From an optimization exercise on the open Yosys and OpenROAD flow, aimed at small area; shortcuts taken in it are not production practice. Only simulation tests tie the RTL to the original design; equivalence was not proved. No run shown here takes its clock network from TritonCTS; it comes from the design's own scripts or RTL. The clock input has no modelled driver; a real chip could not lean on it and would need a root buffer or a full tree. No activity file was given, so power comes from the tool's default toggle rates.

==> flow/design.v <==
`timescale 1ns / 1ps
module btn_debounce(
	input wire clk,
	input wire rst,
	input wire btn,
	output wire press
    );
	localparam [4:0] I1  = 5'b01000;
	localparam [4:0] C19 = 5'b01010;
	localparam [4:0] P   = 5'b01011;
	localparam [4:0] I0  = 5'b01001;
	reg btn_r0;
	reg [4:0] st;
	wire ld1 = btn_r0 & (st == C19 || st == P || st == I0 || st == I1);
	wire ld0 = ~btn_r0 & (st == I0);
	always @(posedge clk)
	if(rst)
	begin
		btn_r0 <= 1'b0;
		st <= I0;
	end
	else
	begin
		btn_r0 <= btn;
		if(ld1)
			st <= I1;
		else if(ld0)
			st <= I0;
		else
			st <= {~st[3:0], st[4] ~^ st[2]};
	end
	assign press = (st == P);
endmodule
`timescale 1ns / 1ps
module top_module(
	input wire floor1_btn,
	input wire floor2_btn,
	input wire floor3_btn,
	input wire floor4_btn,
	output reg floor1_led,
	output reg floor2_led,
	output reg floor3_led,
	output reg floor4_led,
	output reg door_open_led,
	output reg door_close_led,
	input wire door_open_sw,
	input wire door_close_sw,
	input clk,
	input wire rst,
	output reg [10:0] display_floor,
	input wire call_btn,
	output reg call_led1,
	output reg call_led2,
	input wire out1_up_sw,
	input wire out2_up_sw,
	input wire out2_down_sw,
	input wire out3_up_sw,
	input wire out3_down_sw,
	input wire out4_down_sw,
	output reg out1_up_led,
	output reg out2_up_led,
	output reg out2_down_led,
	output reg out3_up_led,
	output reg out3_down_led,
	output reg out4_down_led,
	input wire led_out_test_sw
    );
	wire press1, press2, press3, press4, press_call;
	btn_debounce u_db1(.clk(clk), .rst(rst), .btn(floor1_btn), .press(press1));
	btn_debounce u_db2(.clk(clk), .rst(rst), .btn(floor2_btn), .press(press2));
	btn_debounce u_db3(.clk(clk), .rst(rst), .btn(floor3_btn), .press(press3));
	btn_debounce u_db4(.clk(clk), .rst(rst), .btn(floor4_btn), .press(press4));
	btn_debounce u_dbc(.clk(clk), .rst(rst), .btn(call_btn), .press(press_call));
	reg [10:0] n;
	wire tick = (n == 11'b00101100010);
	always @(posedge clk)
	if(rst || tick)
		n <= 11'd0;
	else
		n <= {~n[9:0], n[10] ~^ n[8]};
	reg [1:0] now_floor;
	reg act;				 
	reg [1:0] tgt;			 
	reg [1:0] direction;
	reg [1:0] pointer;
	reg door_state;
	reg i1, i2, i3, i4;		 
	reg o1u, o2u, o2d, o3u, o3d, o4d;	 
	reg [5:0] last_sw;
	wire r1 = i1 | o1u;
	wire r2 = i2 | o2u | o2d;
	wire r3 = i3 | o3u | o3d;
	wire r4 = i4 | o4d;
	wire [3:0] req = {r1, r2, r3, r4};
	wire at_tgt = act & (tgt == now_floor);
	wire arr0 = at_tgt & (now_floor == 2'd0);
	wire arr1 = at_tgt & (now_floor == 2'd1);
	wire arr2 = at_tgt & (now_floor == 2'd2);
	wire arr3 = at_tgt & (now_floor == 2'd3);
	wire moving = act & (tgt != now_floor);
	reg        j_go;		 
	reg [1:0]  j_tgt;
	reg        j_ptr;		 
	reg [1:0]  j_pval;
	reg        j_clr;		 
	always @(*)
	begin
		j_go = 1'b0;
		j_tgt = 2'd0;
		j_ptr = 1'b0;
		j_pval = 2'b00;
		j_clr = 1'b0;
		case(req)
		4'b0000: j_clr = 1'b1;
		4'b0001: begin j_go = 1'b1; j_tgt = 2'd3; end
		4'b0010: begin j_go = 1'b1; j_tgt = 2'd2; end
		4'b0011:
			case(pointer)
			2'b00: begin j_go = 1'b1; j_tgt = (now_floor == 2'd3) ? 2'd3 : 2'd2; end
			2'b01: begin j_go = 1'b1; j_tgt = (o3d && !o3u) ? 2'd3 : 2'd2; end
			2'b10: begin j_go = 1'b1; j_tgt = 2'd3; end
			default: ;
			endcase
		4'b0100: begin j_go = 1'b1; j_tgt = 2'd1; end
		4'b0101:
			case(pointer)
			2'b00:
				case(now_floor)
				2'd0, 2'd1: begin j_go = 1'b1; j_tgt = 2'd1; end
				2'd3: begin j_go = 1'b1; j_tgt = 2'd3; end
				default: ;
				endcase
			2'b01: begin j_go = 1'b1; j_tgt = 2'd3; end
			2'b10: begin j_go = 1'b1; j_tgt = (!o2d && o2u) ? 2'd3 : 2'd1; end
			default: ;
			endcase
		4'b0110:
			case(pointer)
			2'b00:
				case(now_floor)
				2'd0: begin j_go = 1'b1; j_tgt = (o3d && !o3u && o2d && !o2u && !i2 && !i3) ? 2'd2 : 2'd1; end
				2'd1: begin j_go = 1'b1; j_tgt = 2'd1; end
				2'd2: begin j_go = 1'b1; j_tgt = 2'd2; end
				2'd3: begin j_go = 1'b1; j_tgt = (!o3d && o3u && !o2d && o2u && !i2 && !i3) ? 2'd1 : 2'd2; end
				endcase
			2'b01:
				if(!o2u && o2d)
				begin
					if(!o3u && o3d && now_floor == 2'd2)
					begin j_ptr = 1'b1; j_pval = 2'b10; end
					else
					begin j_go = 1'b1; j_tgt = 2'd2; end
				end
				else
				begin j_go = 1'b1; j_tgt = 2'd1; end
			2'b10:
				if(!o3d && o3u)
				begin
					if(!o2d && o2u && now_floor == 2'd1)
					begin j_ptr = 1'b1; j_pval = 2'b01; end
					else
					begin j_go = 1'b1; j_tgt = 2'd1; end
				end
				else
				begin j_go = 1'b1; j_tgt = 2'd2; end
			default: ;
			endcase
		4'b0111:
			case(pointer)
			2'b00: begin j_go = 1'b1; j_tgt = (now_floor == 2'd0) ? 2'd1 : now_floor; end
			2'b01: begin j_go = 1'b1; j_tgt = (o2d && !o2u) ? ((o3d && !o3u) ? 2'd3 : 2'd2) : 2'd1; end
			2'b10: begin j_go = 1'b1; j_tgt = 2'd3; end
			default: ;
			endcase
		4'b1000: begin j_go = 1'b1; j_tgt = 2'd0; end
		4'b1001:
			case(pointer)
			2'b00:
				case(now_floor)
				2'd0: begin j_go = 1'b1; j_tgt = 2'd0; end
				2'd3: begin j_go = 1'b1; j_tgt = 2'd3; end
				default: ;
				endcase
			2'b01: begin j_go = 1'b1; j_tgt = 2'd3; end
			2'b10: begin j_go = 1'b1; j_tgt = 2'd0; end
			default: ;
			endcase
		4'b1010:
			case(pointer)
			2'b00:
				case(now_floor)
				2'd0: begin j_go = 1'b1; j_tgt = 2'd0; end
				2'd2, 2'd3: begin j_go = 1'b1; j_tgt = 2'd2; end
				default: ;
				endcase
			2'b01: begin j_go = 1'b1; j_tgt = (!o3u && o3d) ? 2'd0 : 2'd2; end
			2'b10: begin j_go = 1'b1; j_tgt = 2'd0; end
			default: ;
			endcase
		4'b1011:
			case(pointer)
			2'b00:
				case(now_floor)
				2'd0: begin j_go = 1'b1; j_tgt = 2'd0; end
				2'd2: begin j_go = 1'b1; j_tgt = 2'd2; end
				2'd3: begin j_go = 1'b1; j_tgt = 2'd3; end
				default: ;
				endcase
			2'b01: begin j_go = 1'b1; j_tgt = (!o3u && o3d) ? 2'd3 : 2'd2; end
			2'b10: begin j_go = 1'b1; j_tgt = 2'd0; end
			default: ;
			endcase
		4'b1100:
			case(pointer)
			2'b00: begin j_go = 1'b1; j_tgt = (now_floor == 2'd0) ? 2'd0 : 2'd1; end
			2'b01: begin j_go = 1'b1; j_tgt = 2'd0; end
			2'b10: begin j_go = 1'b1; j_tgt = (!o2d && o2u) ? 2'd0 : 2'd1; end
			default: ;
			endcase
		4'b1101:
			case(pointer)
			2'b00:
				case(now_floor)
				2'd0: begin j_go = 1'b1; j_tgt = 2'd0; end
				2'd1: begin j_go = 1'b1; j_tgt = 2'd1; end
				2'd3: begin j_go = 1'b1; j_tgt = 2'd3; end
				default: ;
				endcase
			2'b01: begin j_go = 1'b1; j_tgt = 2'd3; end
			2'b10: begin j_go = 1'b1; j_tgt = (!o2d && o2u) ? 2'd0 : 2'd1; end
			default: ;
			endcase
		4'b1110:
			case(pointer)
			2'b00:
				if(now_floor != 2'd3)
				begin j_go = 1'b1; j_tgt = now_floor; end
			2'b01: begin j_go = 1'b1; j_tgt = 2'd0; end
			2'b10: begin j_go = 1'b1; j_tgt = (!o3d && o3u) ? ((!o2d && o2u) ? 2'd0 : 2'd1) : 2'd2; end
			default: ;
			endcase
		4'b1111:
			case(pointer)
			2'b00: begin j_go = 1'b1; j_tgt = now_floor; end
			2'b01: begin j_go = 1'b1; j_tgt = 2'd0; end
			2'b10: begin j_go = 1'b1; j_tgt = 2'd0; end
			default: ;
			endcase
		endcase
	end
	reg stop_here;
	always @(*)
	case(now_floor)
	2'd0: stop_here = i1 | o1u;
	2'd1: stop_here = i2 | (o2d && pointer == 2'b10) | (o2u && pointer == 2'b01);
	2'd2: stop_here = i3 | (o3d && pointer == 2'b10) | (o3u && pointer == 2'b01);
	default: stop_here = i4 | o4d;
	endcase
	wire going_up = tgt > now_floor;
	reg above, below, up_here, dn_here;
	always @(*)
	case(now_floor)
	2'd0: begin above = r2 | r3 | r4; below = 1'b0; up_here = o1u; dn_here = 1'b0; end
	2'd1: begin above = r3 | r4; below = r1; up_here = o2u; dn_here = o2d; end
	2'd2: begin above = r4; below = r1 | r2; up_here = o3u; dn_here = o3d; end
	default: begin above = 1'b0; below = r1 | r2 | r3; up_here = 1'b0; dn_here = o4d; end
	endcase
	wire a1_dn = !o2u && o2d && (req == 4'd4 || (!o3u && o3d && req == 4'd6));
	wire a1_up = o2u && !o2d && (req == 4'd4 || (o3u && !o3d && req == 4'd6));
	wire a2_dn = !o3u && o3d && (req == 4'd2 || (req == 4'd6 && !o2u && o2d));
	wire a2_up = o3u && !o3d && (req == 4'd2 || (req == 4'd6 && o2u && !o2d));
	always @(posedge clk)
	if(rst)
	begin
		now_floor <= 2'b00;
		act <= 1'b0;
		tgt <= 2'b00;
		direction <= 2'b00;
		pointer <= 2'b00;
	end
	else
	begin
		if(direction == 2'b00 && door_state == 0)
		begin
			if(above)
				direction <= 2'b01;
			else if(below)
				direction <= 2'b10;
		end
		if(pointer == 2'b00)
		begin
			if(above | up_here)
				pointer <= 2'b01;
			else if(dn_here | below)
				pointer <= 2'b10;
		end
		if(tick)
		begin
			if(!act)
			begin
				if(!door_state)
				begin
					if(j_clr)
					begin
						pointer <= 2'b00;
						direction <= 2'b00;
					end
					if(j_go)
					begin
						act <= 1'b1;
						tgt <= j_tgt;
					end
					if(j_ptr)
						pointer <= j_pval;
				end
			end
			else if(moving)
			begin
				if(stop_here)
					tgt <= now_floor;
				else if(going_up)
				begin
					now_floor <= now_floor + 2'd1;
					direction <= 2'b01;
					pointer <= 2'b01;
				end
				else
				begin
					now_floor <= now_floor - 2'd1;
					direction <= 2'b10;
					pointer <= 2'b10;
				end
			end
			else
			begin
				act <= 1'b0;
				direction <= 2'b00;
				if(arr0 && o1u)
					pointer <= 2'b01;
				if(arr1 && a1_dn)
					pointer <= 2'b10;
				if(arr1 && a1_up)
					pointer <= 2'b01;
				if(arr2 && a2_dn)
					pointer <= 2'b10;
				if(arr2 && a2_up)
					pointer <= 2'b01;
				if(arr3 && o4d)
					pointer <= 2'b10;
			end
		end
	end
	always @(posedge clk)
	if(rst)
		door_state <= 1'b0;
	else
	begin
		if(direction == 2'b00)
		begin
			if(door_open_sw)
				door_state <= 1'b1;
			else if(door_close_sw)
				door_state <= 1'b0;
		end
		if(tick)
		begin
			if(!act)
			begin
				if(!door_open_sw)
					door_state <= 1'b0;
			end
			else if(at_tgt)
				door_state <= 1'b1;
		end
	end
	wire clr1 = tick & arr0;
	wire clr2 = tick & arr1;
	wire clr3 = tick & arr2;
	wire clr4 = tick & arr3;
	always @(posedge clk)
	if(rst)
	begin
		i1 <= 1'b0; i2 <= 1'b0; i3 <= 1'b0; i4 <= 1'b0;
		floor1_led <= 1'b0; floor2_led <= 1'b0; floor3_led <= 1'b0; floor4_led <= 1'b0;
	end
	else
	begin
		i1 <= (i1 ^ press1) & ~clr1;
		i2 <= (i2 ^ press2) & ~clr2;
		i3 <= (i3 ^ press3) & ~clr3;
		i4 <= (i4 ^ press4) & ~clr4;
		floor1_led <= i1 & ~clr1;
		floor2_led <= i2 & ~clr2;
		floor3_led <= i3 & ~clr3;
		floor4_led <= i4 & ~clr4;
	end
	wire [5:0] sw = {out1_up_sw, out2_up_sw, out2_down_sw, out3_up_sw, out3_down_sw, out4_down_sw};
	wire [5:0] tog = sw ^ last_sw;
	wire [3:0] req_d = {floor1_led | out1_up_led, floor2_led | out2_up_led | out2_down_led,
		floor3_led | out3_up_led | out3_down_led, floor4_led | out4_down_led};
	wire rt2 = (req_d == 4'd2);
	wire rt4 = (req_d == 4'd4);
	wire rt6 = (req_d == 4'd6);
	always @(posedge clk)
	if(rst)
	begin
		o1u <= 1'b0; o2u <= 1'b0; o2d <= 1'b0; o3u <= 1'b0; o3d <= 1'b0; o4d <= 1'b0;
		last_sw <= 6'b0;
	end
	else
	begin
		last_sw <= sw;
		if(led_out_test_sw)
		begin
			o1u <= 1'b0; o2u <= 1'b0; o2d <= 1'b0; o3u <= 1'b0; o3d <= 1'b0; o4d <= 1'b0;
		end
		else
		begin
			o1u <= o1u ^ tog[5];
			o2u <= o2u ^ tog[4];
			o2d <= o2d ^ tog[3];
			o3u <= o3u ^ tog[2];
			o3d <= o3d ^ tog[1];
			o4d <= o4d ^ tog[0];
		end
		if(tick)
		begin
			if(arr0)
				o1u <= 1'b0;
			if(arr1)
			begin
				if(!o2u && o2d && (rt4 || (!o3u && o3d && rt6)))
					o2d <= 1'b0;
				if(o2u && !o2d && (rt4 || (o3u && !o3d && rt6)))
					o2u <= 1'b0;
				if(pointer == 2'b10)
					o2d <= 1'b0;
				if(pointer == 2'b01)
					o2u <= 1'b0;
				if(pointer == 2'b00)
				begin
					o2d <= 1'b0;
					o2u <= 1'b0;
				end
			end
			if(arr2)
			begin
				if(!o3u && o3d && (rt2 || (rt6 && !o2u && o2d)))
					o3d <= 1'b0;
				if(o3u && !o3d && (rt2 || (rt6 && o2u && !o2d)))
					o3u <= 1'b0;
				if(pointer == 2'b10)
					o3d <= 1'b0;
				if(pointer == 2'b01)
					o3u <= 1'b0;
				if(pointer == 2'b00)
				begin
					o3d <= 1'b0;
					o3u <= 1'b0;
				end
			end
			if(arr3)
				o4d <= 1'b0;
		end
	end
	always @(posedge clk)
	if(rst)
	begin
		out1_up_led <= 1'b0; out2_up_led <= 1'b0; out2_down_led <= 1'b0;
		out3_up_led <= 1'b0; out3_down_led <= 1'b0; out4_down_led <= 1'b0;
		door_open_led <= 1'b0; door_close_led <= 1'b0;
	end
	else
	begin
		out1_up_led <= o1u; out2_up_led <= o2u; out2_down_led <= o2d;
		out3_up_led <= o3u; out3_down_led <= o3d; out4_down_led <= o4d;
		door_open_led <= door_open_sw;
		door_close_led <= door_close_sw;
	end
	reg call_state;
	reg [8:0] m;
	wire blink = (m == 9'b010011000);
	always @(posedge clk)
	if(rst)
	begin
		call_state <= 1'b0;
		m <= 9'd0;
		call_led1 <= 1'b0;
		call_led2 <= 1'b0;
	end
	else
	begin
		if(press_call)
			call_state <= ~call_state;
		m <= (m == 9'b110011111) ? 9'd0 : {~m[7:0], m[8] ~^ m[4]};
		if(blink)
		begin
			if(call_state)
			begin
				call_led1 <= ~call_led1;
				call_led2 <= call_led1;
			end
			else
			begin
				call_led1 <= 1'b0;
				call_led2 <= 1'b0;
			end
		end
	end
	reg [3:0] ph;
	reg [1:0] val;
	reg [1:0] slot, nslot;
	reg hold;
	wire [3:0] ph_next = (ph == 4'b1001) ? 4'b0110 : {~ph[2:0], ph[3] ^ ph[0]};
	always @(*)
	case(ph)
	4'b0100: begin slot = 2'd0; nslot = 2'd0; hold = 1'b0; end
	4'b0110: begin slot = 2'd0; nslot = 2'd0; hold = 1'b0; end
	4'b0010: begin slot = 2'd0; nslot = 2'd1; hold = 1'b0; end
	4'b1010: begin slot = 2'd1; nslot = 2'd1; hold = 1'b0; end
	4'b1011: begin slot = 2'd1; nslot = 2'd2; hold = 1'b0; end
	4'b1000: begin slot = 2'd2; nslot = 2'd2; hold = 1'b0; end
	4'b1111: begin slot = 2'd2; nslot = 2'd3; hold = 1'b0; end
	4'b0000: begin slot = 2'd3; nslot = 2'd3; hold = 1'b0; end
	4'b1110: begin slot = 2'd3; nslot = 2'd3; hold = 1'b1; end
	4'b0011: begin slot = 2'd3; nslot = 2'd3; hold = 1'b1; end
	4'b1001: begin slot = 2'd3; nslot = 2'd0; hold = 1'b0; end
	default: begin slot = 2'd0; nslot = 2'd0; hold = 1'b0; end
	endcase
	always @(posedge clk)
	if(rst)
	begin
		ph <= 4'b0100;
		val <= 2'b00;
	end
	else
	begin
		ph <= ph_next;
		if(!hold)
			case(nslot)
			2'd0: val <= now_floor;
			2'd1: val <= pointer;
			2'd2: val <= {1'b0, door_state};
			default: val <= direction;
			endcase
	end
	always @(*)
	case({slot, val})
	4'b00_00: display_floor = 11'b1110_1001111;
	4'b00_01: display_floor = 11'b1110_0010010;
	4'b00_10: display_floor = 11'b1110_0000110;
	4'b00_11: display_floor = 11'b1110_1001100;
	4'b01_00: display_floor = 11'b1111_1111111;
	4'b01_01: display_floor = 11'b1101_0011101;
	4'b01_10: display_floor = 11'b1101_1100011;
	4'b10_00: display_floor = 11'b1011_0110001;
	4'b10_01: display_floor = 11'b1011_0000001;
	4'b11_00: display_floor = 11'b0111_1111110;
	4'b11_01: display_floor = 11'b0111_0111111;
	4'b11_10: display_floor = 11'b0111_1110111;
	default:  display_floor = 11'b1111_1111111;
	endcase
endmodule
==> flow/flow/run.sh <==
#!/bin/bash
# The standard ORFS layout (standard.sh) with these changes:
#  - synthesis maps the logic with an area-oriented ABC script (synth_area.tcl),
#    best of a few &deepsyn seeds, and leaves adders to ABC (no half-adder
#    extraction); yosys's steps, registers and names are those of
#    synth_recipe.tcl
#  - ports are buffered with the smallest buffer
#  - clock tree: manual_cts.tcl replaces ORFS's CTS step; the clock port
#    drives four 16x clock buffers, each driving a quarter of the flip-flops
# Each tool's output is in orfs/logs/ (the clock tree step's in
# orfs/logs/sky130hd/top_module/base/4_1_cts.log); make's output in standard.log.
set -e
F=$PWD/flow
ARGS=(SYNTH_SCRIPT=$F/synth_area.tcl AREA_ABC_SEEDS=6 AREA_ABC_STEPS=500 ADDER_MAP_FILE=
  "BUFFER_PORTS_ARGS=-buffer_cell sky130_fd_sc_hd__buf_1")
bash standard.sh "${ARGS[@]}" place > standard.log 2>&1
bash standard.sh "${ARGS[@]}" run RUN_SCRIPT=$F/manual_cts.tcl RUN_LOG_NAME_STEM=4_1_cts >> standard.log 2>&1
bash standard.sh "${ARGS[@]}" finish >> standard.log 2>&1
==> flow/flow/manual_cts.tcl <==
# In place of ORFS's CTS step (cts.tcl): the clock port drives three or four
# 16x clock buffers directly, each driving a group of the flip-flops split by
# placement. The rest follows cts.tcl: legalize, repair timing, legalize,
# write 4_1_cts.odb and 4_cts.sdc.
utl::set_metrics_stage "cts__{}"
source $::env(SCRIPTS_DIR)/load.tcl
erase_non_stage_variables cts
load_design 3_place.odb 3_place.sdc

# Build the tree: the flip-flops are split into nx columns by x, each column
# into ny groups by y; a buffer at each group's centre drives the group.
proc manual_clock_tree { nx ny master_name } {
  set block [ord::get_db_block]
  set master [[ord::get_db] findMaster $master_name]
  set clk_net [$block findNet clk]
  set sinks {}
  foreach it [$clk_net getITerms] {
    set box [[$it getInst] getBBox]
    lappend sinks [list $it [expr {([$box xMin] + [$box xMax]) / 2}] \
      [expr {([$box yMin] + [$box yMax]) / 2}]]
  }
  set byx [lsort -integer -index 1 $sinks]
  set n [llength $byx]
  set groups {}
  for {set c 0} {$c < $nx} {incr c} {
    set part [lrange $byx [expr {$c * $n / $nx}] [expr {($c + 1) * $n / $nx - 1}]]
    set byy [lsort -integer -index 2 $part]
    set m [llength $byy]
    for {set g 0} {$g < $ny} {incr g} {
      lappend groups [lrange $byy [expr {$g * $m / $ny}] [expr {($g + 1) * $m / $ny - 1}]]
    }
  }
  set i 0
  foreach grp $groups {
    set net [odb::dbNet_create $block "clknet_$i"]
    $net setSigType CLOCK
    set inst [odb::dbInst_create $block $master "clkbuf_$i"]
    set sx 0
    set sy 0
    foreach s $grp {
      set it [lindex $s 0]
      $it disconnect
      $it connect $net
      incr sx [lindex $s 1]
      incr sy [lindex $s 2]
    }
    set cnt [llength $grp]
    [$inst findITerm A] connect $clk_net
    [$inst findITerm X] connect $net
    $inst setLocation [expr {$sx / $cnt}] [expr {$sy / $cnt}]
    $inst setPlacementStatus PLACED
    puts "clock buffer clkbuf_$i drives $cnt flip-flops"
    incr i
  }
  return $i
}

# Undo manual_clock_tree: the flip-flops go back on the clock net.
proc remove_clock_tree { nbuf } {
  set block [ord::get_db_block]
  set clk_net [$block findNet clk]
  for {set i 0} {$i < $nbuf} {incr i} {
    set net [$block findNet "clknet_$i"]
    set inst [$block findInst "clkbuf_$i"]
    foreach it [$net getITerms] {
      if { [$it getInst] != $inst } {
        $it disconnect
        $it connect $clk_net
      }
    }
    odb::dbInst_destroy $inst
    odb::dbNet_destroy $net
  }
}

proc worst_clock_pin_slew { } {
  set worst 0
  foreach p [get_pins -hierarchical */CLK] {
    set s [get_property $p slew_max]
    if { $s > $worst } { set worst $s }
  }
  return $worst
}

set_placement_padding -global \
  -left $::env(CELL_PAD_IN_SITES_DETAIL_PLACEMENT) \
  -right $::env(CELL_PAD_IN_SITES_DETAIL_PLACEMENT)

set best_nx 2
set best_ny 2
set best_slew 1e9
foreach cfg {{1 3} {3 1}} {
  lassign $cfg nx ny
  set nb [manual_clock_tree $nx $ny sky130_fd_sc_hd__clkbuf_16]
  detailed_placement
  set_propagated_clock [all_clocks]
  estimate_parasitics -placement
  set sl [worst_clock_pin_slew]
  puts "three buffers ($nx x $ny): worst estimated clock pin slew $sl"
  remove_clock_tree $nb
  if { $sl < $best_slew } {
    set best_slew $sl
    set best_nx $nx
    set best_ny $ny
  }
}
if { $best_slew > 0.124 } {
  set best_nx 2
  set best_ny 2
}
puts "clock tree: $best_nx x $best_ny buffers"
manual_clock_tree $best_nx $best_ny sky130_fd_sc_hd__clkbuf_16
set_propagated_clock [all_clocks]
set_placement_padding -global \
  -left $::env(CELL_PAD_IN_SITES_DETAIL_PLACEMENT) \
  -right $::env(CELL_PAD_IN_SITES_DETAIL_PLACEMENT)
detailed_placement
estimate_parasitics -placement
report_clock_skew
if { !$::env(SKIP_CTS_REPAIR_TIMING) } {
  repair_timing_helper
  detailed_placement
}
check_placement -verbose
report_metrics 4 "cts final"
orfs_write_db $::env(RESULTS_DIR)/4_1_cts.odb
orfs_write_sdc $::env(RESULTS_DIR)/4_cts.sdc
==> flow/flow/synth_area.tcl <==
# synth_recipe.tcl with an area-oriented ABC mapping in place of ORFS's
# delay-oriented one: the same yosys steps, registers and names; only the
# combinational logic between the registers is mapped differently.
# The mapping tries a few seeds of ABC's &deepsyn (each stopping after a
# fixed number of steps without improvement, so the result does not depend on
# the machine's speed) and keeps the netlist with the smallest cell area.
proc synth {args} { yosys synth -nofsm -noshare {*}$args }
proc abc {args} {
  set out {}
  set libs {}
  set skip 0
  set prev ""
  foreach a $args {
    if { $skip } { set skip 0; set prev $a; continue }
    if { $a eq "-script" || $a eq "-D" || $a eq "-constr" } { set skip 1; continue }
    if { $prev eq "-liberty" } { lappend libs -liberty $a }
    lappend out $a
    set prev $a
  }
  set seeds [expr { [info exists ::env(AREA_ABC_SEEDS)] ? $::env(AREA_ABC_SEEDS) : 4 }]
  set steps [expr { [info exists ::env(AREA_ABC_STEPS)] ? $::env(AREA_ABC_STEPS) : 500 }]
  yosys design -save pre_abc
  set best -1
  for { set s 0 } { $s < $seeds } { incr s } {
    yosys design -load pre_abc
    set f $::env(OBJECTS_DIR)/area_$s.abc
    set fh [open $f w]
    puts $fh "strash\n&get -n\n&deepsyn -S $s -J $steps -T 600\n&put\ndch -f\namap\ntopo"
    close $fh
    yosys abc -script $f {*}$out
    set rpt $::env(OBJECTS_DIR)/area_$s.txt
    yosys tee -q -o $rpt stat {*}$libs
    set fh [open $rpt r]
    set txt [read $fh]
    close $fh
    regexp {Chip area for module '[^']*': ([0-9.]+)} $txt -> area
    puts "area ABC seed $s: $area"
    if { $best < 0 || $area < $best } {
      set best $area
      yosys design -save best_abc
    }
  }
  yosys design -load best_abc
  puts "area ABC best: $best"
}
source $::env(SCRIPTS_DIR)/synth.tcl
# left out here: clear keep_hierarchy, flatten, clean up, hide names made inside functions, write 1_2_yosys.v
==> flow/standard.sh <==
#!/bin/bash
# synth_recipe.tcl (not shown) runs the flow's synth.tcl, then flattens the netlist and writes it again
# the make line also repeats each setting of config.mk as NAME=value (left out here)
make -C /OpenROAD-flow-scripts/flow DESIGN_CONFIG=/design/flow/config.mk WORK_HOME=/design/flow/orfs CLKGATE_MAP_FILE= SYNTH_SCRIPT=/design/flow/synth_recipe.tcl "${@:-finish}"
==> flow/config.mk <==
export PLATFORM = sky130hd
export DESIGN_NAME = top_module
export DESIGN_NICKNAME = top_module
export VERILOG_FILES = /design/flow/design.v
export SDC_FILE = /design/flow/constraint.sdc
export NUM_CORES = 4
export LEC_CHECK = 0
export CAP_MARGIN = 20
export CORE_MARGIN = 2
export CORE_UTILIZATION = 40
export SLEW_MARGIN = 20
==> flow/constraint.sdc <==
create_clock -name core_clock -period 10.0 [get_ports {clk}]
set_input_delay 2.0000 -clock core_clock [delete_from_list [all_inputs] [get_ports {clk}]]
set_output_delay 2.0000 -clock core_clock [all_outputs]
set_load 0.01 [all_outputs]
==> reports/results.tsv, run 1 <==
metric	value	unit
Synth async-reset ratio	0	%
Ant. Diodes	0	
Switching Share	26.1	%
initial antenna violation count	0	
clk latency of the worst-skew pair	170	ps
Max Cap Violations	0	
final wirelength	8.48	mm
GR Overflow Total	0	
dpl hpwl	6.26	mm
final RePlAce weighted congestion	0.926	
Worst EP required	8000	ps
most frequent CP cell	nor2_1	
DRT iter0 DRCs	164	
Final ANT Viol Nets	0	
Warnings, synthesis	2	
# hold bufs at CTS	0	
Hold Violations, Final	0	
share of the synthesized area in the top cell type	49.9	%
Fmax	0.235	GHz
post-synthesis cell count	489	
top-level I/O count	41	
DRT Pass-1 Iters	5	
Critical Path Sink Type	primary output	
PD cells	161	mW/mm^2
CTS clk-pin slew, worst paths	110	ps
unrepaired setup endpoints after global routing	no	
Data arrival, critical path	2250	ps
Core Area	0.00959	sq mm
WL/cell	12.7	um
synthesis-stage register bit count	97	
crit path time final	4250	ps
crit-path max cell delay	390	ps
vias in the first global route	3138	
full die area	0.0105	sq mm
max-slew violation count	0	
register area share after synthesis	49.9	%
Mapped Nets	505	
Period Utilization, post-route	42.5	%
PostCTS Resize Cnt	0	
drc violations	0	
Critical Path Source	ph[1]$_SDFF_PP0_	
Via-to-Cell Ratio	5.21	
reg2reg start	now_floor[0]$_SDFFE_PP0P_	
combinational share of power	15.0	%
first-pass GRT wire length	14.5	mm
Distinct cells, synth	40	
Area contributors post-synth	dfxtp_1 50%, nor2_1 12%, clkinv_1 4.6%	
outcome	no timing/DRC/antenna violations	
Hold Startpoint	u_dbc.st[2]$_SDFF_PP0_	
Post-Syn Area	0.00389	sq mm
nets@finish	551	
share of layout cells above drive strength 1	0.938	%
crit-path cells	clkinv_1 > nor2_1 > clkinv_1 > nor2_1 > nor2_1 > nor2_1 > clkinv_1 > o21ai_0 > nor2_1 > nor2_1 > a21oi_1 > buf_1	
Post-synth EDFFs	0	
initial core utilization	40.6	%
CP max FO	4	
clk_skew	8.34	ps
largest area contributor in the netlist	dfxtp_1	
Int Pwr	510	uW
number of core rows	36	
Slew HR	55.6	%
I/O Buffers	40	
final setup fails	0	
sequential power share	63.3	%
maximum vdd ir drop	84.4	uV
WS Path Type	reg -> out	
Vias	3470	
Clk network pwr share	21.7	%
Worst Tran Pin Value	667	ps
Leak	1.52	nW
CP max-delay cell	dfxtp_1	
GRT Overall Usage	16.4	%
largest net degree at the start of global routing	66	
Area growth, synth to finish	10.3	%
Die X	103	um
Startpoint Class	flop	
top_reg_cell synth	dfxtp_1	
post-layout util	44.7	%
Die Ht	103	um
Avg Inst Size Synth	7.96	sq um
Psw	180	uW
setup TNS	0	ps
setup bufs post-CTS	0	
worst hold path class	reg -> reg	
-- per-layer routing --
metal	vias up	wire length, um	part of all wire, %	track usage [%]
li1	1797	-	-	-
met1	1556	4070	48	22.8
met2	100	3810	45	28.8
met3	17	420	5.0	0.610
met4	0	170	2.0	2.67
met5	-	0	0	0
-- placed cells by master, fill, tap and decap left out, types with 3 or more instances in the layout --
master	n
clkinv_1	48
a31oi_1	5
or3_1	3
or2_0	4
a22oi_1	3
o211ai_1	4
dfxtp_1	97
nand3_1	9
buf_1	39
a2111oi_0	8
a21oi_1	28
a211oi_1	4
clkbuf_16	3
nand4_1	7
nor3_1	22
nor4_1	4
o21ai_0	23
nor2b_1	19
a221o_1	3
o21a_1	3
nand2_1	29
o22ai_1	10
o32ai_1	6
nor2_1	128
-- flip-flops by register name, summed over array words and instances (netlist names), 4 cells and up --
| signal | flops |
|---|---|
| last_sw | 6 |
| m | 9 |
| n | 11 |
| ph | 4 |
| u_db1.st | 5 |
| u_db2.st | 5 |
| u_db3.st | 5 |
| u_db4.st | 5 |
| u_dbc.st | 5 |
-- per-stage QoR --
step / setup slack (ps) / hold WS [ps] / power [mW] / area, sq um / cells
global route: 5410 / 433 / 0.731 / 4290 / 666
global placement: 6010 / 383 / 0.546 / 4220 / 663
floorplan: 6240 / 371 / 0.514 / 3890 / 489
detailed placement: 5970 / 390 / 0.548 / 4220 / 663
finish: 5750 / 412 / 0.689 / 4290 / 666
-- synth_stat cells (all sizes together), types with 3 or more instances --
library cell / n
or2: 4
o211ai: 4
a21oi: 28
nand4: 7
nor4: 4
a2111oi: 8
a221o: 3
nand2: 29
o21ai: 23
clkinv: 48
a22oi: 3
nor2b: 19
dfxtp: 97
a31oi: 5
a211oi: 4
o22ai: 10
o21a: 3
o32ai: 6
nor2: 128
nor3: 22
or3: 3
nand3: 9
-- final cells by class --
cell class	instances	area [sq um]
plain buffers	3	75.1
fillers	985	5300
inverters	48	180
multi-input cells	344	1770
flip-flops and latches	97	1940
well taps	133	166
repair buffers	41	159
-- power groups by stage --
| stage | Combinational, mW | Clock (mW) | Sequential, mW |
|---|---|---|---|
| after floorplan | 0.0742 | 0 | 0.440 |
| after global placement | 0.102 | 0 | 0.444 |
| after detailed placement | 0.103 | 0 | 0.445 |
| after CTS | 0.104 | 0.156 | 0.436 |
| after global routing | 0.120 | 0.171 | 0.441 |
| final | 0.104 | 0.150 | 0.436 |
-- logic make-up after synthesis --
logic type	synth area share [%]
AND/OR/NAND/NOR	26.7
AO/OA/AOI/OAI	18.8
flip-flops	49.9
buffers and inverters	4.63
-- critical path: cells and delay by family, from the launching register on --
| kind | cells | cell delay (ps) |
|---|---|---|
| buffers and inverters | 4 | 520 |
| AND/OR/NAND/NOR | 6 | 880 |
| AO/OA/AOI/OAI | 2 | 300 |
| flip-flops | 1 | 390 |
-- worst paths after layout --
kind,to,slack [ps],cells past startpoint
worst min-delay path,u_dbc.st[3]$_SDFF_PP1_,410,1
worst max register to register,act$_SDFFE_PP0P_,6980,12
worst max-delay path,display_floor[4],5750,12
worst min register to register,u_dbc.st[3]$_SDFF_PP1_,410,1
==> inputs of run 2 (changes only) <==
--- a/flow/design.v
+++ b/flow/design.v
@@ -276,3 +276,2 @@
 		act <= 1'b0;
-		tgt <= 2'b00;
 		direction <= 2'b00;
@@ -479,32 +478,2 @@
 	end
-	reg call_state;
-	reg [8:0] m;
-	wire blink = (m == 9'b010011000);
-	always @(posedge clk)
-	if(rst)
-	begin
-		call_state <= 1'b0;
-		m <= 9'd0;
-		call_led1 <= 1'b0;
-		call_led2 <= 1'b0;
-	end
-	else
-	begin
-		if(press_call)
-			call_state <= ~call_state;
-		m <= (m == 9'b110011111) ? 9'd0 : {~m[7:0], m[8] ~^ m[4]};
-		if(blink)
-		begin
-			if(call_state)
-			begin
-				call_led1 <= ~call_led1;
-				call_led2 <= call_led1;
-			end
-			else
-			begin
-				call_led1 <= 1'b0;
-				call_led2 <= 1'b0;
-			end
-		end
-	end
 	reg [3:0] ph;
@@ -514,2 +483,3 @@
 	wire [3:0] ph_next = (ph == 4'b1001) ? 4'b0110 : {~ph[2:0], ph[3] ^ ph[0]};
+	wire t_odd = (ph == 4'b0110) | (ph == 4'b1010) | (ph == 4'b1000) | (ph == 4'b0000) | (ph == 4'b0011);
 	always @(*)
@@ -546,2 +516,32 @@
 	end
+	reg call_state;
+	reg [7:0] b;
+	wire blink = (b == 8'd0) & t_odd;
+	always @(posedge clk)
+	if(rst)
+	begin
+		call_state <= 1'b0;
+		b <= 8'd0;
+		call_led1 <= 1'b0;
+		call_led2 <= 1'b0;
+	end
+	else
+	begin
+		if(press_call)
+			call_state <= ~call_state;
+		b <= (b == 8'b10011101) ? 8'd0 : {~b[6:0], b[7] ~^ b[4]};
+		if(blink)
+		begin
+			if(call_state)
+			begin
+				call_led1 <= ~call_led1;
+				call_led2 <= call_led1;
+			end
+			else
+			begin
+				call_led1 <= 1'b0;
+				call_led2 <= 1'b0;
+			end
+		end
+	end
 	always @(*)
==> reports/results.tsv, run 2 <==
metric	value	unit
reg2reg start	n[3]$_SDFF_PP0_	
CP max FO	6	
largest area contributor in the netlist	dfxtp_1	
Core Area	0.00968	sq mm
DP Area	0.00428	sq mm
Largest regs	n (11), b (8), last_sw (6)	
initial antenna violation count	0	
Worst Tran Pin Value	801	ps
Synth async-reset ratio	0	%
nets@finish	560	
most flop-heavy register	n	
CP max-delay cell	dfxtp_1	
number of fill cells	990	
Fmax	0.234	GHz
Critical Path Source	ph[1]$_SDFF_PP0_	
crit-path cells	clkinv_1 > o22ai_1 > nand2_1 > nand2_1 > clkinv_1 > a211oi_1 > a21o_1 > nor2_1 > a21oi_1 > buf_1	
Distinct cells, synth	37	
worst hold path class	reg -> reg	
outcome	no timing/DRC/antenna violations	
WS Path Type	reg -> out	
CTS clk-pin slew, worst paths	110	ps
unrepaired setup endpoints after global routing	no	
Die X	103	um
first-pass GRT wire length	15.2	mm
setup bufs post-CTS	0	
Vias	3530	
clk latency of the worst-skew pair	170	ps
GRT Overall Usage	17.0	%
Worst EP required	8000	ps
full die area	0.0107	sq mm
Final ANT Viol Nets	0	
Area contributors post-synth	dfxtp_1 48%, nor2_1 12%, clkinv_1 5.4%	
crit path time final	4270	ps
Max Cap Violations	0	
most instantiated cells after synthesis	125 x nor2_1, 94 x dfxtp_1, 57 x clkinv_1	
Leak	1.53	nW
most frequent cells in the layout	125 x nor2_1, 94 x dfxtp_1, 57 x clkinv_1	
worst hold margin	413	ps
WL/cell	13.1	um
DRT Pass-1 Iters	5	
post-layout util	45.0	%
Post-Syn Area	0.00396	sq mm
final setup fails	0	
PD cells	158	mW/mm^2
vias in the first global route	3363	
top_reg_cell synth	dfxtp_1	
Hold Startpoint	u_db4.st[1]$_SDFF_PP0_	
Post-Layout Cell Count	675	
max reg flops	11	
sequential power share	62.3	%
crit-path max cell delay	430	ps
Int Pwr	507	uW
share of layout cells above drive strength 1	0.923	%
clk_skew	8.90	ps
final wirelength	8.86	mm
Die Ht	103	um
final RePlAce weighted congestion	0.970	
Mapped Nets	514	
Post-synth EDFFs	2	
initial core utilization	40.9	%
Switching Share	26.3	%
GR Overflow Total	0	
I/O Buffers	40	
PostCTS Resize Cnt	0	
Startpoint Class	flop	
Ant. Diodes	0	
maximum vdd ir drop	121	uV
share of the synthesized area in the top cell type	47.6	%
number of core rows	36	
reg2reg setup slack	6720	ps
max-slew violation count	0	
dpl hpwl	6.79	mm
Avg Inst Size Synth	7.94	sq um
post-synthesis cell count	498	
combinational share of power	16.1	%
largest net degree at the start of global routing	63	
count leader, synth	nor2_1	
Data arrival, critical path	2270	ps
placed insts	672	
Critical Path Sink Type	primary output	
Hold Violations, Final	0	
Area growth, synth to finish	10.1	%
setup TNS	0	ps
Post-Layout Inst Area	0.00436	sq mm
drc violations	0	
# hold bufs at CTS	0	
Slew HR	45.9	%
synthesis-stage register bit count	96	
Clk network pwr share	21.6	%
DRT iter0 DRCs	203	
Via-to-Cell Ratio	5.23	
most common cell after layout, fill and taps aside	nor2_1	
Period Utilization, post-route	42.7	%
register area share after synthesis	49.1	%
Psw	181	uW
top-level I/O count	41	
Warnings, synthesis	2	
==> run 2: changes by cell type after synthesis, sizes merged, moves of 3 or more <==
cell     delta
o21ai       -3
o32ai       -6
nor2        -3
o22ai       -3
a22oi       -3
nand3       -6
or2         +3
and4        +5
a31oi       +5
dfxtp       -3
a2111oi     +4
clkinv      +9
nor3b       +4
==> run 2: worst paths after layout <==
| path | endpoint | cells past startpoint |
|---|---|---|
| worst min-delay path | u_db4.st[2]$_SDFF_PP0_ | 1 |
| worst max register to register | o2d$_SDFF_PP0_ | 10 |
| worst max-delay path | display_floor[4] | 10 |
| worst min register to register | u_db4.st[2]$_SDFF_PP0_ | 1 |
==> run 2: kinds of logic (layout without fill, tap and decap cells) <==
family	Yosys count	in the layout	synth area share, %
buf+inv	57	101	5.41
simple gates	239	239	28.1
flops	96	96	49.1
compound gates	106	106	17.5
==> run 2: power groups by stage <==
stage          registers [mW]  clock network (mW)  logic, mW
2_1_floorplan           0.433                   0     0.0793
3_3_place_gp            0.436                   0      0.109
3_5_place_dp            0.437                   0      0.111
4_1_cts                 0.429               0.157      0.111
5_1_grt                 0.432               0.167      0.127
6_report                0.428               0.148      0.111
==> run 2: routing by layer <==
metal	global-route usage, %	share of wire, %	up-vias
li1	-	-	1813
met1	22.5	47	1637
met2	31.1	48	65
met3	1.28	3.3	15
met4	2.53	1.3	0
met5	0	0	-
==> run 2: critical path, delay by kind of cell (launching register included) <==
kind	cells	cell delay [ps]
AO/OA/AOI/OAI	4	930
buffers and inverters	3	450
AND/OR/NAND/NOR	3	290
flip-flops	1	430
==> run 2: final cells by class <==
| type | instances | area, sq um | share of cell area [%] |
|---|---|---|---|
| Tap cell | 133 | 166 | 3.82 |
| Timing Repair Buffer | 41 | 159 | 3.65 |
| Multi-Input combinational cell | 345 | 1800 | 41.3 |
| Sequential cell | 96 | 1940 | 44.6 |
| Buffer | 3 | 75.1 | 1.72 |
| Inverter | 57 | 214 | 4.91 |
==> run 2: metrics by stage <==
| stage | worst slack, ps | power [mW] |
|---|---|---|
| floorplan | 5980 | 0.512 |
| global placement | 6060 | 0.546 |
| detailed placement | 5970 | 0.548 |
| global route | 5470 | 0.727 |
| finish | 5730 | 0.688 |

[re-timing with driven ports]
The results above use ideal ports. As a check the final layouts listed here were re-extracted and re-timed, cells and wires unchanged.
Step 1 (the two cells are an assumption about what drives the block):
set clk [get_ports {clk}]
set_driving_cell -lib_cell sky130_fd_sc_hd__clkbuf_16 $clk
set_driving_cell -lib_cell sky130_fd_sc_hd__buf_2 [delete_from_list [all_inputs] $clk]
Step 2 adds t to the input delays and takes it off the output delays; t is the mean of the earliest and latest rising clock arrival at the registers after step 1. Input paths then give back, and output paths get back, about the clock's delay inside the block.
a / b / c = ideal / step 1 / step 2; a / b = the first two.
run | t, ns | setup slack, ns | worst setup path after step 2 | worst register clock-pin slew, ns | pins driven straight from the clock port
run 1 | 0.233 | 5.749 / 5.686 / 5.919 | register to output | 0.11 / 0.11 | 3
run 2 | 0.232 | 5.733 / 5.671 / 5.903 | register to output | 0.12 / 0.12 | 3
After both steps setup and hold are still met in every run listed.
